This is an optimization exercise on Yosys and OpenROAD, whose aim is small area and few clock cycles, not a production implementation. At most, simulation tests tie the RTL to the original design; equivalence was not proved. Power and IR drop assume default switching activity.

Design F, start of the top module:
module F(
    input empty,
    input [15:0] iu,
    input [15:0] iv,
    input [15:0] offset,
    input [PRECISION-1:0] indatar,
    input [PRECISION-1:0] indatai,
    output read,
    output valid,
    output [15:0] gind,
    output [15:0] cind,
    output [PRECISION-1:0] outdatar,
    output [PRECISION-1:0] outdatai,
    input clk,
    input rst
    );
Size in the first run: about 0.0019 mm^2 of cells after synthesis.
==> module F, before the edit <==
module F(
    input empty,
    input [15:0] iu,
    input [15:0] iv,
    input [15:0] offset,
    input [PRECISION-1:0] indatar,
    input [PRECISION-1:0] indatai,
    output read,
    output valid,
    output [15:0] gind,
    output [15:0] cind,
    output [PRECISION-1:0] outdatar,
    output [PRECISION-1:0] outdatai,
    input clk,
    input rst
    );
	parameter PRECISION = 32;
	parameter GSIZE = 32;
	parameter SUPPORT = 7;
	parameter SSIZE = 2*SUPPORT+1;
	reg [3:0] k;	 
	wire last = (k == SSIZE - 1);
	always @(posedge clk)
		if (rst)
			k <= 0;
		else if (!empty)
			k <= last ? 4'd0 : k + 4'd1;
	function [16:0] radd(input [15:0] a, input [15:0] b, input ci);
		integer i;
		reg c;
		begin
			c = ci;
			for (i = 0; i < 16; i = i + 1) begin
				radd[i] = a[i] ^ b[i] ^ c;
				c = (a[i] & b[i]) | (c & (a[i] ^ b[i]));
			end
			radd[16] = c;
		end
	endfunction
	function [31:0] csa(input [15:0] a, input [15:0] b, input [15:0] c);
		csa = {(a & b) | (a & c) | (b & c), a ^ b ^ c};
	endfunction
	function [16:0] padd(input [15:0] a, input [15:0] b, input ci);
		reg [15:0] g, p, gg, pp;
		integer i, j, l;
		begin
			g = a & b;
			p = a ^ b;
			gg = g;
			pp = p;
			gg[0] = g[0] | (p[0] & ci);
			for (l = 0; l < 4; l = l + 1)
				for (i = 0; i < 16; i = i + 1)
					if ((i >> l) & 1) begin
						j = ((i >> (l + 1)) << (l + 1)) + (1 << l) - 1;
						gg[i] = gg[i] | (pp[i] & gg[j]);
						pp[i] = pp[i] & pp[j];
					end
			padd = {gg[15], p ^ {gg[14:0], ci}};
		end
	endfunction
	wire [3:0] n0 = offset[3:0], n1 = offset[7:4], n2 = offset[11:8], n3 = offset[15:12];
	wire [16:0] a = padd(n2, n3, 1'b0);			 
	wire [16:0] p = padd(n0, n1, 1'b0);			 
	wire [16:0] s = padd(p[4:0], a[4:0], 1'b0);		 
	wire [1:0] sh = s[5:4];
	wire [3:0] sl = s[3:0];
	wire e = (sl == 15) || (sl >= 14 && sh != 0) || (sl >= 13 && sh[1]) || (sl >= 12 && sh == 3);
	wire [31:0] dc = csa(n1, a[4:0], k);
	wire [16:0] d = padd(dc[4:0], {dc[20:16], 1'b0}, 1'b0);	 
	wire [16:0] u = radd(n3, a[4], 1'b0);			 
	wire [16:0] lo = padd(d[3:0], sh, e);
	wire [16:0] hi = padd({u[4:0], a[3:0]}, d[5:4], lo[4]);
	assign cind = {3'd0, hi[8:0], lo[3:0]};
	assign valid = !empty;
	assign read = !empty && last;
	wire [16:0] gl = radd(iu[4:0], 5'd25, 1'b0);
	wire [31:0] g1 = csa(iv[10:0], iu[15:5], 11'h7ff);
	wire [31:0] g2 = csa(g1[10:0], {g1[25:16], 1'b0}, k);
	wire [16:0] gh = radd(g2[10:0], {g2[25:16], 1'b0}, gl[5]);
	assign gind = {gh[10:0], gl[4:0]};
	assign outdatar = indatar;
	assign outdatai = indatai;
endmodule
==> flow/config.mk <==
export PLATFORM = sky130hd
export DESIGN_NAME = F
export DESIGN_NICKNAME = F
export VERILOG_FILES = /design/flow/design.v
export SDC_FILE = /design/flow/constraint.sdc
export NUM_CORES = 4
export LEC_CHECK = 0
export CAP_MARGIN = 20
export CORE_MARGIN = 2
export CORE_UTILIZATION = 55
export CTS_BUF_LIST = sky130_fd_sc_hd__clkbuf_2
export CTS_CLUSTER_DIAMETER = 200
export CTS_CLUSTER_SIZE = 20
export SLEW_MARGIN = 20
==> flow/constraint.sdc <==
create_clock -name core_clock -period 8.0 [get_ports {clk}]
set_input_delay 1.6000 -clock core_clock [delete_from_list [all_inputs] [get_ports {clk}]]
set_output_delay 1.6000 -clock core_clock [all_outputs]
set_load 0.01 [all_outputs]
standard.sh (not shown) runs the stock make flow with config.mk's settings and CLKGATE_MAP_FILE= SYNTH_SCRIPT=/design/flow/synth_recipe.tcl, a recipe that flattens the netlist after the stock synthesis.
==> flow/flow/run.sh <==
#!/bin/bash
# Standard layout with two changes to synthesis: adders stay plain gates
# (no full/half-adder cells) and ABC maps with flow/abc.script.
# Each tool's output goes to a log file in the work folder.
set -e
W=$(pwd)
{ head -n 1 synth_recipe.tcl; cat flow/abc_proc.tcl; tail -n +2 synth_recipe.tcl; } > own_synth.tcl
export MY_ABC_SCRIPT=$W/flow/abc.script MY_ABC_D=4500
bash standard.sh ADDER_MAP_FILE= SYNTH_SCRIPT=$W/own_synth.tcl BUFFER_PORTS_ARGS="-buffer_cell sky130_fd_sc_hd__buf_1" finish > standard.log 2>&1
==> flow/flow/abc.script <==
strash; dc2; resub -K 8; dc2; dch -f; amap; topo; stime -c
==> flow/flow/abc_proc.tcl <==
# Own ABC script for technology mapping: synth.tcl calls abc with its
# -script and -D; this replaces the script with $MY_ABC_SCRIPT, in which
# {D} stands for the delay target $MY_ABC_D (ps).
proc abc {args} {
  set f [open $::env(MY_ABC_SCRIPT) r]
  set s [string map [list "{D}" $::env(MY_ABC_D)] [read $f]]
  close $f
  set script $::env(OBJECTS_DIR)/own_abc.script
  set f [open $script w]
  puts $f $s
  close $f
  set out {}
  for {set i 0} {$i < [llength $args]} {incr i} {
    set a [lindex $args $i]
    if {$a eq "-script"} { incr i; lappend out -script $script; continue }
    if {$a eq "-D"} { incr i; continue }
    lappend out $a
  }
  yosys abc {*}$out
}
The starting point ran to the end with no violations.
Edit:
--- a/flow/design.v
+++ b/flow/design.v
@@ -96,13 +96,12 @@
 	wire [1:0] sh = s[5:4];
 	wire [3:0] sl = s[3:0];
 	wire e = (sl == 15) || (sl >= 14 && sh != 0) || (sl >= 13 && sh[1]) || (sl >= 12 && sh == 3);
 	wire [31:0] dc = csa(n1, a[4:0], k);
 	wire [16:0] d = padd(dc[4:0], {dc[20:16], 1'b0}, 1'b0);	 
-	wire [16:0] u = radd(n3, a[4], 1'b0);			 
 	wire [16:0] lo = padd(d[3:0], sh, e);
-	wire [16:0] hi = padd({u[4:0], a[3:0]}, d[5:4], lo[4]);
+	wire [16:0] hi = padd({n3, a[3:0]}, {a[4], 2'b00, d[5:4]}, lo[4]);
 	assign cind = {3'd0, hi[8:0], lo[3:0]};
 	assign valid = !empty;
 	assign read = !empty && last;
 	wire [16:0] gl = radd(iu[4:0], 5'd25, 1'b0);
 	wire [31:0] g1 = csa(iv[10:0], iu[15:5], 11'h7ff);
Outcome:
- global-route usage went up by 1.4 points
- routed wire length goes up by 1.6%
- worst hold slack improves by 0.015 ns
- power rises by 0.52%
- count of clock-buffer cells in the layout is unchanged
- sequential power stays flat
Testbench counts after the change, summed over its fixed seeds: cycles 21,630.
Function not checked in the first run of this note: the RTL went through the layout flow alone.

-- what the ideal ports hide --
The flow's constraints put no driver on any port. The routed layouts listed below were extracted and timed again, unchanged, in two steps. Step 1 assumes that a clkbuf_16 drives the clock port and a buf_2 every other input. Step 2 moves the port delays by t, midway between the first and last clock arrival at a register: inputs arrive t later, outputs are due t later. That takes back most of the time a late clock gives input paths. Three values: ideal, step 1, step 2; two values: the first two.
| run | shift t [ns] | setup slack, ns | hold WS [ns] | pins driven straight from the clock port |
|---|---|---|---|---|
| the first run | 0.215 | 0.595 / 0.570 / 0.570 | 0.519 / 0.519 / 0.519 | 1 |
| the second run | 0.237 | 0.673 / 0.651 / 0.651 | 0.534 / 0.534 / 0.534 | 1 |
After both steps every run listed still meets setup and hold. The setup slack of the first run, which loses most, moves by -0.025 ns with the drivers and by -0.025 ns with both steps.
